What follows belongs to an exercise in optimizing a design on an open flow for small area; a production flow would make more cautious choices. Only simulation tests tie the RTL to the original design; equivalence was not proved. In this run the design's own scripts or RTL, not TritonCTS, make the clock network. No driver is modelled on the clock port, so clock power and skew are understated where the tree is cut down; a real chip needs a root buffer or a tree. Power is estimated from default activity; no workload was simulated.

--- design/flow/config.mk ---
export PLATFORM = sky130hd
export DESIGN_NAME = UART
export DESIGN_NICKNAME = UART
export VERILOG_FILES = /design/flow/design.v
export SDC_FILE = /design/flow/constraint.sdc
export NUM_CORES = 4
export LEC_CHECK = 0
export CAP_MARGIN = 20
export CORE_MARGIN = 2
export CORE_UTILIZATION = 40
export SLEW_MARGIN = 20
--- design/flow/constraint.sdc ---
create_clock -name core_clock -period 10.0 [get_ports {clk}]
set_input_delay 2.0000 -clock core_clock [delete_from_list [all_inputs] [get_ports {clk}]]
set_output_delay 2.0000 -clock core_clock [all_outputs]
set_load 0.01 [all_outputs]
--- design/flow/design.v ---
`timescale 1ns / 1ps
module clockDiv(
    input  logic clk,
    input  logic rst,
    output logic tick
);
    localparam logic [14:0] SRST = 15'h617e;    
    localparam logic [14:0] TERM = 15'h2dd6;    
    localparam logic [14:0] MASK = 15'h6fb7;    
    logic [14:0] lfsr;
    assign tick = ((lfsr ^ TERM) & MASK) == 15'd0;
    always_ff @(posedge clk) begin
        if (rst)       lfsr <= SRST;
        else if (tick) lfsr <= 15'd0;
        else           lfsr <= {~lfsr[13:0], lfsr[14] ^ lfsr[10]};
    end
endmodule
`timescale 1ns / 1ps
module TXBUF(
    input  logic clk,
    input  logic rst,
    input  logic tick,
    input  logic [7:0] sw,
    input  logic btnC,
    input  logic btnD,
    output logic tx,
    output logic [3:0][7:0] Tdatas
);
    logic [11:0] sr;
    logic parity;
    logic btnD_prev, btnC_prev;
    logic busy, act;
    logic s_shift, s_load;               
    logic t_shift, t_hold;               
    logic [11:0] frame;
    assign busy = |sr[11:1];
    assign tx = sr[0];
    assign act = tick & !rst;
    assign s_shift = act & busy;
    assign s_load  = act & !busy & btnC & !btnC_prev;
    assign t_shift = act & !busy & btnD & !btnD_prev;
    assign t_hold  = !rst & !(tick & !busy & btnD & !btnD_prev);
    assign frame = {1'b1, ~parity, Tdatas[3], 1'b0, 1'b1};
    always_ff @(posedge clk) begin
        sr[11:1] <= ({1'b0, sr[11:2]} & {11{s_shift}}) | (frame[11:1] & {11{s_load}}) |
                    (sr[11:1] & {11{!rst && !tick}});
        sr[0] <= rst | (sr[1] & s_shift) | s_load | (sr[0] & !(tick & busy));
        Tdatas <= ({Tdatas[2:0], sw} & {32{t_shift}}) | (Tdatas & {32{t_hold}});
        parity <= !rst & (parity ^ (s_shift & sr[1]));
        btnD_prev <= !rst & (tick ? btnD : btnD_prev);
        btnC_prev <= !rst & (tick ? btnC : btnC_prev);
    end
endmodule
`timescale 1ns / 1ps
module RXBUF(
    input  logic clk,
    input  logic rst,
    input  logic tick,
    input  logic rxbit,
    output logic [3:0][7:0] Rdatas
);
    logic [9:0] sr;
    logic parity, pacc;
    logic idle;
    logic s_shift, s_start, s_push, s_hold, r_hold;
    assign idle = ~|sr;
    assign s_shift = tick & !rst & !idle & !sr[0];
    assign s_start = tick & !rst & idle & !rxbit;
    assign s_push  = tick & !rst & sr[0];
    assign s_hold  = !rst & !tick;
    assign r_hold  = !rst & !(tick & sr[0]);
    always_ff @(posedge clk) begin
        pacc <= (pacc & !(tick & idle)) ^ (s_shift & rxbit);
        sr <= ({rxbit & parity, sr[9:1]} & {10{s_shift}}) | {s_start, 9'd0} |
              (sr & {10{s_hold}});
        parity <= (pacc & s_push) | (parity & r_hold);
        Rdatas <= ({Rdatas[2:0], sr[8:1]} & {32{s_push}}) | (Rdatas & {32{r_hold}});
    end
endmodule
`timescale 1ns / 1ps
module btn_debouncer(
    input  logic clk, rst, button,
    output logic buttonDebounced
);
    localparam logic [14:0] TERM = 15'h30ec;    
    localparam logic [14:0] MASK = 15'h3fbf;    
    localparam logic [14:0] STAB = 15'h0001;
    logic [14:0] timer;
    logic nbusy;
    logic term, stab;
    assign term = ((timer ^ TERM) & MASK) == 15'd0;
    assign stab = nbusy & (timer[0] | timer[1]);
    assign buttonDebounced = nbusy & timer[1];
    always_ff @(posedge clk) begin
        if (rst | nbusy) timer <= (stab && button && !rst) ? STAB : 15'd0;
        else             timer <= {~timer[13:0], ~(timer[14] ^ timer[3])};
        if (rst)         nbusy <= 1'b1;
        else if (nbusy)  nbusy <= stab || !button;
        else             nbusy <= term;
    end
endmodule
`timescale 1ns / 1ps
module bcd_to_7_segment(
    input  logic [3:0] bcd,
    output logic [0:6] seg
);
    logic b3, b2, b1, b0;
    assign {b3, b2, b1, b0} = bcd;
    assign seg[0] = (~b3&~b2&~b1&b0) | (~b3&b2&~b1&~b0) | (b3&~b2&b1&b0) | (b3&b2&~b1&b0);
    assign seg[1] = (b2&b1&~b0) | (b3&b1&b0) | (b3&b2&~b0) | (~b3&b2&~b1&b0);
    assign seg[2] = (b3&b2&~b0) | (b3&b2&b1) | (~b3&~b2&b1&~b0);
    assign seg[3] = (b2&b1&b0) | (~b3&~b2&~b1&b0) | (~b3&b2&~b1&~b0) | (b3&~b2&b1&~b0);
    assign seg[4] = (~b2&~b1&b0) | (~b3&b0) | (~b3&b2&~b1);
    assign seg[5] = (~b3&b1&b0) | (~b3&~b2&b0) | (~b3&~b2&b1) | (b3&b2&~b1&b0);
    assign seg[6] = (~b3&~b2&~b1) | (~b3&b2&b1&b0) | (b3&b2&~b1&~b0);
endmodule
`timescale 1ns / 1ps
module segment_display(
    input  logic clk,
    input  logic rst,
    input  logic btnU,
    input  logic btnR,
    input  logic btnL,
    input  logic [3:0][7:0] Tdatas,
    input  logic [3:0][7:0] Rdatas,
    output logic [3:0] an,
    output logic [0:6] seg
);
    localparam logic [17:0] E1 = 18'h20590;    
    localparam logic [17:0] M1 = 18'h3fbff;    
    logic [17:0] refresh;
    logic e1, e0;                               
    logic [1:0] active_digit, ad_next;
    logic [1:0] index;
    logic isT;
    logic [3:0] D, N;
    logic rflag;
    logic btnU_db, btnR_db, btnL_db;
    logic [3:0] dsel;
    logic [15:0] onehot;
    logic [15:0][3:0] nib;
    logic hi;
    logic [0:6] hex;
    assign e1 = ((refresh ^ E1) & M1) == 18'd0;
    assign ad_next = rst ? 2'd0 : active_digit + {1'b0, e0};
    always_comb begin
        for (int k = 0; k < 4; k++) begin
            nib[k]      = Rdatas[k][3:0];
            nib[4 + k]  = Rdatas[k][7:4];
            nib[8 + k]  = Tdatas[k][3:0];
            nib[12 + k] = Tdatas[k][7:4];
        end
        onehot = 16'd1 << {isT, hi, index};
        dsel = 4'd0;
        for (int k = 0; k < 16; k++)
            dsel = dsel | (nib[k] & {4{onehot[k]}});
    end
    assign hi = active_digit[0] ^ (e0 | e1);
    always_ff @(posedge clk) begin
        if (rst | e0) refresh <= 18'd0;
        else          refresh <= {~refresh[16:0], ~(refresh[17] ^ refresh[6])};
        e0 <= !rst && e1;
        active_digit <= ad_next;
        rflag <= rst;
        if (rst) begin
            index <= 2'd0;
            isT <= 1'b1;
            D <= 4'd0;
        end else begin
            if (btnU_db) isT <= ~isT;
            if (btnL_db) index <= index - 2'd1;
            else if (btnR_db) index <= index + 2'd1;
            D <= dsel;
        end
        case (ad_next)
        2'd2:    N <= {2'b00, index};
        2'd3:    N <= {3'b111, ~isT};            
        default: N <= D;
        endcase
    end
    bcd_to_7_segment dec(N, hex);
    always_comb begin
        if (rflag)                  seg = 7'b1111111;
        else if (active_digit == 3) seg = {1'b1, hex[1:4], N[0], hex[6]};
        else                        seg = hex;
        case (active_digit)
        2'd0: an = 4'b1110;
        2'd1: an = 4'b1101;
        2'd2: an = 4'b1011;
        default: an = 4'b0111;
        endcase
    end
    btn_debouncer b1(clk, rst, btnU, btnU_db);
    btn_debouncer b2(clk, rst, btnR, btnR_db);
    btn_debouncer b3(clk, rst, btnL, btnL_db);
endmodule
`timescale 1ns / 1ps
module UART(
    input logic clk,
    input logic rst,
    input logic [7:0] sw,
    input logic btnC,
    input logic btnD,
    input logic btnU,
    input logic btnR,
    input logic btnL,
    input logic received,
    output logic transmitted,
    output logic [7:0] led2,
    output logic [7:0] led,
    output logic [0:6] seg,
    output logic [3:0] an
);
    logic tick;
    logic [3:0][7:0] Rdatas;
    logic [3:0][7:0] Tdatas;
    clockDiv div(clk, rst, tick);
    TXBUF transmitter(clk, rst, tick, sw, btnC, btnD, transmitted, Tdatas);
    RXBUF receiver(clk, rst, tick, received, Rdatas);
    segment_display display(clk, rst, btnU, btnR, btnL, Tdatas, Rdatas, an, seg);
    assign led = Tdatas[0];
    assign led2 = Rdatas[3];
endmodule
--- design/flow/flow/run.sh ---
#!/bin/bash
# Layout flow: the standard ORFS flow, with these changes to how the
# layout is made (the design, clock period and constraints are the standard flow's):
#  - synthesis maps with an area-oriented ABC script (no gate upsizing or
#    buffering in ABC; the placer's repair_design buffers what needs it), and
#    without the pass-through buffers; registers are the standard synthesis's;
#  - every input and output port still gets a buffer, of the smallest size;
#  - the clock tree is built by clocktree.tcl (a root buffer and leaf buffers
#    over compact clusters of registers) in place of TritonCTS, in the standard flow's
#    cts.tcl otherwise unchanged (cts.tcl here); then each leaf buffer is tried
#    at smaller sizes and kept at the smallest that keeps every register clock
#    pin's slew under 110 ps (clock_downsize.tcl, run at the end of the step).
set -euo pipefail
W=$PWD
rm -rf "$W/scripts_area" "$W/scripts_cts"
cp -r "$FLOW_HOME/scripts" "$W/scripts_area"
cp "$W/flow/abc_area.script" "$W/scripts_area/abc_speed.script"
cp -r "$FLOW_HOME/scripts" "$W/scripts_cts"
cp "$W/flow/cts.tcl" "$W/scripts_cts/cts.tcl"
bash standard.sh SCRIPTS_DIR="$W/scripts_area" SYNTH_INSBUF=0 synth > "$W/synth.log" 2>&1
bash standard.sh "BUFFER_PORTS_ARGS=-buffer_cell sky130_fd_sc_hd__buf_1" place > "$W/place.log" 2>&1
export CLOCK_TREE_TCL="$W/flow/clocktree.tcl"
export CLOCK_TREE_LEAVES=20
export CLOCK_TREE_LEAF_BUF=sky130_fd_sc_hd__clkbuf_4
export CLOCK_TREE_ROOT_BUF=sky130_fd_sc_hd__clkbuf_8
bash standard.sh SCRIPTS_DIR="$W/scripts_cts" "POST_CTS_TCL=$W/flow/clock_downsize.tcl" cts > "$W/cts.log" 2>&1
bash standard.sh finish > "$W/layout.log" 2>&1
--- design/flow/flow/abc_area.script ---
&get -n
&st
&dch
&nf -a
&st
&dch
&nf -a
&put
topo
--- design/flow/flow/clock_downsize.tcl ---
# Clock buffer downsizing: after clock tree synthesis, try each leaf clock
# buffer (one that drives register clock pins) at smaller sizes (smallest
# first) and keep the first size with which every
# register clock pin's slew stays under CLK_SLEW_LIMIT_NS and the hold and
# setup slacks stay above CLK_SLACK_LIMIT_NS (placement parasitics).
proc clk_worst_slew {} {
  set worst 0
  foreach p [get_pins -hierarchical */CLK] {
    foreach prop {slew_max_rise slew_max_fall} {
      set v [get_property $p $prop]
      if {$v > $worst} { set worst $v }
    }
  }
  return $worst
}
proc clk_ok {slew_limit slack_limit} {
  if {[clk_worst_slew] > $slew_limit} { return 0 }
  if {[sta::worst_slack -max] < $slack_limit} { return 0 }
  if {[sta::worst_slack -min] < $slack_limit} { return 0 }
  return 1
}
proc downsize_clock_buffers {sizes slew_limit slack_limit} {
  set db [ord::get_db]
  set block [ord::get_db_block]
  estimate_parasitics -placement
  puts "clock downsizing: start worst clock slew [clk_worst_slew]"
  foreach inst [$block getInsts] {
    set m [[$inst getMaster] getName]
    if {![string match "sky130_fd_sc_hd__clkbuf_*" $m]} { continue }
    set net [[$inst findITerm X] getNet]
    if {$net eq "NULL" || [$net getSigType] ne "CLOCK"} { continue }
    set leaf 0
    foreach it [$net getITerms] {
      if {[[$it getMTerm] getName] eq "CLK"} { set leaf 1; break }
    }
    if {!$leaf} { continue }
    set name [$inst getName]
    foreach s $sizes {
      set cand "sky130_fd_sc_hd__clkbuf_$s"
      if {$cand eq $m} { break }
      replace_cell [get_cells $name] $cand
      estimate_parasitics -placement
      if {[clk_ok $slew_limit $slack_limit]} {
        puts "clock downsizing: $name $m -> $cand"
        set m $cand
        break
      }
      replace_cell [get_cells $name] $m
      estimate_parasitics -placement
    }
  }
  puts "clock downsizing: end worst clock slew [clk_worst_slew]"
}

downsize_clock_buffers {1 2 4} 0.11 0.1
--- design/flow/flow/clocktree.tcl ---
# Clock tree: the clock port drives one root buffer at the registers'
# centroid, which drives the leaf buffers; each leaf buffer drives one
# geometric cluster of register clock pins, made by recursive bisection along
# the longer side of the cluster's bounding box, and sits at its cluster's
# centroid. Detailed placement legalizes the buffers afterwards.
proc ct_center {it} {
  set box [[$it getInst] getBBox]
  return [list [expr {([$box xMin] + [$box xMax]) / 2}] [expr {([$box yMin] + [$box yMax]) / 2}]]
}
proc ct_bisect {items n} {
  if {$n <= 1 || [llength $items] < 2} { return [list $items] }
  set xs {}; set ys {}
  foreach it $items { lassign [ct_center $it] x y; lappend xs $x; lappend ys $y }
  set xs [lsort -integer $xs]; set ys [lsort -integer $ys]
  set dx [expr {[lindex $xs end] - [lindex $xs 0]}]
  set dy [expr {[lindex $ys end] - [lindex $ys 0]}]
  set axis [expr {$dx >= $dy ? 0 : 1}]
  set keyed {}
  foreach it $items { lappend keyed [list [lindex [ct_center $it] $axis] $it] }
  set keyed [lsort -integer -index 0 $keyed]
  set n1 [expr {$n / 2}]
  set cut [expr {([llength $keyed] * $n1) / $n}]
  set a {}; set b {}
  set i 0
  foreach k $keyed { if {$i < $cut} { lappend a [lindex $k 1] } else { lappend b [lindex $k 1] }; incr i }
  return [concat [ct_bisect $a $n1] [ct_bisect $b [expr {$n - $n1}]]]
}
proc build_clock_tree {port leaves master_name root_name} {
  set block [ord::get_db_block]
  set db [ord::get_db]
  set master [$db findMaster $master_name]
  set clknet [[$block findBTerm $port] getNet]
  set sinks [$clknet getITerms]
  if {$root_name ne ""} {
    # one root buffer at the registers' centroid between the port and the leaves
    set rmaster [$db findMaster $root_name]
    set sx 0; set sy 0
    foreach it $sinks { lassign [ct_center $it] x y; set sx [expr {$sx + $x}]; set sy [expr {$sy + $y}] }
    set rinst [odb::dbInst_create $block $rmaster "clkbuf_root"]
    set rnet [odb::dbNet_create $block "clknet_root"]
    $rnet setSigType CLOCK
    [$rinst findITerm A] connect $clknet
    [$rinst findITerm X] connect $rnet
    $rinst setLocation [expr {$sx / [llength $sinks] - [$rmaster getWidth] / 2}] [expr {$sy / [llength $sinks] - [$rmaster getHeight] / 2}]
    $rinst setPlacementStatus PLACED
    set clknet $rnet
  }
  set clusters [ct_bisect $sinks $leaves]
  set i 0
  foreach cl $clusters {
    set sx 0; set sy 0
    foreach it $cl { lassign [ct_center $it] x y; set sx [expr {$sx + $x}]; set sy [expr {$sy + $y}] }
    set cx [expr {$sx / [llength $cl]}]; set cy [expr {$sy / [llength $cl]}]
    set inst [odb::dbInst_create $block $master "clkbuf_leaf_$i"]
    set net [odb::dbNet_create $block "clknet_leaf_$i"]
    $net setSigType CLOCK
    foreach it $cl { $it disconnect; $it connect $net }
    [$inst findITerm A] connect $clknet
    [$inst findITerm X] connect $net
    $inst setLocation [expr {$cx - [$master getWidth] / 2}] [expr {$cy - [$master getHeight] / 2}]
    $inst setPlacementStatus PLACED
    puts "clock tree: leaf $i drives [llength $cl] sinks"
    incr i
  }
  global_connect
}

--- design/flow/flow/cts.tcl ---
# The ORFS cts.tcl with clock_tree_synthesis replaced by clocktree.tcl
utl::set_metrics_stage "cts__{}"
source $::env(SCRIPTS_DIR)/load.tcl
source $::env(SCRIPTS_DIR)/lec_check.tcl
erase_non_stage_variables cts
load_design 3_place.odb 3_place.sdc
source_step_tcl PRE CTS

# Clone clock tree inverters next to register loads
# so cts does not try to buffer the inverted clocks.
repair_clock_inverters

proc save_progress { stage } {
  puts "Run 'make gui_$stage.odb' to load progress snapshot"
  orfs_write_db $::env(RESULTS_DIR)/$stage.odb
  orfs_write_sdc $::env(RESULTS_DIR)/$stage.sdc
}

# Clock tree from clocktree.tcl in place of TritonCTS
set_dont_use $::env(DONT_USE_CELLS)
source $::env(CLOCK_TREE_TCL)
build_clock_tree clk $::env(CLOCK_TREE_LEAVES) $::env(CLOCK_TREE_LEAF_BUF) $::env(CLOCK_TREE_ROOT_BUF)
set_propagated_clock [all_clocks]

utl::push_metrics_stage "cts__{}__pre_repair_timing"
log_cmd estimate_parasitics -placement
if { $::env(DETAILED_METRICS) } {
  report_metrics 4 "cts pre-repair-timing"
}
utl::pop_metrics_stage

set_placement_padding -global \
  -left $::env(CELL_PAD_IN_SITES_DETAIL_PLACEMENT) \
  -right $::env(CELL_PAD_IN_SITES_DETAIL_PLACEMENT)

set result [catch { detailed_placement } msg]
if { $result != 0 } {
  save_progress 4_1_error
  error "Detailed placement failed in CTS: $msg"
}

log_cmd estimate_parasitics -placement

if { $::env(CTS_SNAPSHOTS) } {
  save_progress 4_1_pre_repair_hold_setup
}

if { !$::env(SKIP_CTS_REPAIR_TIMING) } {
  if { $::env(EQUIVALENCE_CHECK) } {
    write_eqy_verilog 4_before_rsz.v
  }
  if { $::env(LEC_CHECK) } {
    write_lec_verilog 4_before_rsz_lec.v
  }

  repair_timing_helper

  if { $::env(EQUIVALENCE_CHECK) } {
    run_equivalence_test
  }
  if { $::env(LEC_CHECK) } {
    write_lec_verilog 4_after_rsz_lec.v
    run_lec_test 4_rsz 4_before_rsz_lec.v 4_after_rsz_lec.v
  }

  set result [catch { detailed_placement } msg]
  if { $result != 0 } {
    save_progress 4_1_error
    error "Detailed placement failed in CTS: $msg"
  }

  check_placement -verbose
}

report_metrics 4 "cts final"

source_step_tcl POST CTS

orfs_write_db $::env(RESULTS_DIR)/4_1_cts.odb
orfs_write_sdc $::env(RESULTS_DIR)/4_cts.sdc
--- design/flow/standard.sh ---
#!/bin/bash
# synth_recipe.tcl (not shown) runs the flow's synth.tcl, then flattens the netlist and writes it again
# the make line also repeats each setting of config.mk as NAME=value (left out here)
make -C /OpenROAD-flow-scripts/flow DESIGN_CONFIG=/design/flow/config.mk WORK_HOME=/design/flow/orfs CLKGATE_MAP_FILE= SYNTH_SCRIPT=/design/flow/synth_recipe.tcl "${@:-finish}"
==> out/metrics.yaml <==
status: "finished clean"
antenna_left: 0
regToRegEndpoint: "display.D[1]"
dieArea_um2: 16500
drive_gt1_share_pct: 5.06
core_area_um2: 15100
min_period_ns: 4.08
syn-cell-area_um2: 6180
powerDensity_nw_per_um2: 171
grt.overflow.total: 0
syn_avg_cell_area_um2: 10.6
setup_violations: 0
fin_util_pct: 45.0
diodes: 0
yosysSeqAreaShare_pct: 60.6
synth_top_area_share_pct: 60.6
maxCapViolations: 0
floorplan.initialDensity_pct: 40.8
timing.fmax_mhz: 245
dp_hpwl_mm: 8.77
synth_top_cell_by_area: "dfxtp_1"
async_reset_ff_share_pct: 0
syn_to_final_growth_pct: 10.3
finalMaxSlewViolations: 0
clk_pin_slew_ns: 0.09
drt_pre_antenna_iters: 5
r2r_start: "display.refresh[16]"
viasPerCell: 5.53
rsz0062_at_grt: "no"
grt_pass1_wl_mm: 21.8
grt_antenna_before_repair: 0
path_class: "in2reg"
drtIter0Drc: 443
irDropWorstVdd_mv: 0.0903
syn-num-nets: 599
fin_crit_sh_pct: 40.8
power_mw: 1.16
netlist_instances: 582
hold_depth: 1
drc: 0
synth_area_leaders: "dfxtp_1 (61%), a22o_1 (12%), nor2_1 (4.5%)"
io_buffers: 43
worstPathArrival_ns: 4.44
final_cell_mix: "dfxtp_1 (187), a22o_1 (84), nor2_1 (74), nand2_1 (48), buf_1 (43)"
regToRegSetupSlack_ns: 6.71
setup_slack_ns: 5.92
drt_wl_total_mm: 12.8
crit_path_start: "rst"
final.setup.tns_ns: 0
reg2regPathDepth: 8
grt_usage_pct: 15.5
hold_violations: 0
end_kind: "flip-flop"
ys.flop_type: "dfxtp_1"
worst_ep_required_time_ns: 10.37
grt_pass1_vias: 4441
via_count: 4647
hp-class: "reg2reg"
synth-seq-cells: 187
hold_ws_ns: 0.388
grt_start_max_net_pins: 33
power.leakage_nw: 2.59
worst_pin_slew_ns: 0.894
ys_types: 40
rows: 45
nets: 671
relSlewSlack_pct: 40.4
insertion_delay_ns: 0.48
cp-endpoint: "receiver.pacc"
wl_per_cell_um: 15.2
critPathMaxFanout: 24
finClkSkew_ns: 0.0190
synth-edff-count: 0
die_w_um: 128
final_common_cell: "dfxtp_1"
cp-start-kind: "primary input"
gp_congestion: 0.808
dp_slack_ns: 5.40
pin_count: 44
die_y_um: 128
ys_warn_count: 5
==> Yosys cell counts (all sizes together) (8+ instances only) <==
cell / count
clkinv: 10
nor3: 16
nand2: 48
a22oi: 24
nor4: 8
dfxtp: 187
a21oi: 18
nor2: 74
a22o: 84
o21ai: 20
a221oi: 8
==> flip-flops by register name, indices dropped and copies added (netlist names), 2 cells and up <==
register,cells
display.b3.timer,15
display.index,2
receiver.Rdatas,32
display.b1.timer,15
display.refresh,18
display.active_digit,2
div.lfsr,15
display.N,4
display.D,4
transmitter.Tdatas,32
display.b2.timer,15
transmitter.sr,12
receiver.sr,10
==> critical path: stages <==
cell,delay [ns]
buf_1,0.07
buf_4,0.23
nor4_2,0.74
buf_4,0.29
nor2b_1,0.22
nor2b_1,0.55
nand2_1,0.15
xor2_1,0.18
==> metrics by stage <==
step | instances | area (um2)
after floorplan | 582 | 6180
final | 840 | 6810
after global routing | 840 | 6810
after global placement | 819 | 6640
after detailed placement | 819 | 6640
==> cells by family (layout without fill, tap and decap cells) <==
| logic type | Yosys count | in the layout | synth area share [%] |
|---|---|---|---|
| AND/OR/NAND/NOR | 203 | 203 | 16.1 |
| flip-flops | 187 | 187 | 60.6 |
| AO/OA/AOI/OAI | 175 | 175 | 21.6 |
| buffers and inverters | 10 | 80 | 0.608 |
| XOR/XNOR | 4 | 4 | 0.567 |
| multiplexers | 2 | 2 | 0.365 |
| adder cells (fa/ha/maj) | 1 | 1 | 0.203 |
==> routing by layer <==
metal | wire length [um] | up-vias | global-route usage [%]
met5 | 0 | - | 0
met3 | 710 | 20 | 2.50
met4 | 284 | 0 | 3.23
met1 | 6060 | 2191 | 22.3
li1 | - | 2321 | -
met2 | 5750 | 115 | 24.7
==> worst min-delay path by stage <==
stage	from	endpoint
2_1_floorplan	div.lfsr[1]	div.lfsr[2]
3_3_place_gp	div.lfsr[2]	div.lfsr[3]
3_5_place_dp	div.lfsr[13]	div.lfsr[14]
6_report	display.b2.timer[6]	display.b2.timer[7]
5_1_grt	display.b1.timer[6]	display.b1.timer[7]
==> cell type report <==
| class | count | area (um2) |
|---|---|---|
| Tap cell | 188 | 235 |
| Fill cell | 1430 | 8330 |
| Timing Repair Buffer | 49 | 206 |
| Buffer | 21 | 164 |
| Sequential cell | 187 | 3740 |
| Multi-Input combinational cell | 385 | 2430 |
| Inverter | 10 | 37.5 |
==> where the power goes <==
group	total, mW	internal [mW]	switching (mW)
registers	0.797	0.775	0.0223
logic	0.0516	0.0185	0.0331
clock network	0.316	0.101	0.215

==> what the ideal ports hide <==
In the flow no input, the clock included, has a driving cell. The finished layout below was timed again as built, in two steps. Step 1, drivers: a clkbuf_16 drives clk and a buf_2 each remaining input, both assumed. Step 2 also shifts input and output timing later by t, the mid clock arrival at the registers, as if the neighbouring blocks saw the same clock. Three values: ideal, step 1, step 2; two values: the first two.
shift t [ns]: 0.498
setup WS [ns]: 5.923 / 5.937 / 5.438
worst setup path after step 2: input to register
After both steps this run still meets setup and hold. The setup slack of this run moves by +0.014 ns with the drivers and by -0.485 ns with both steps.
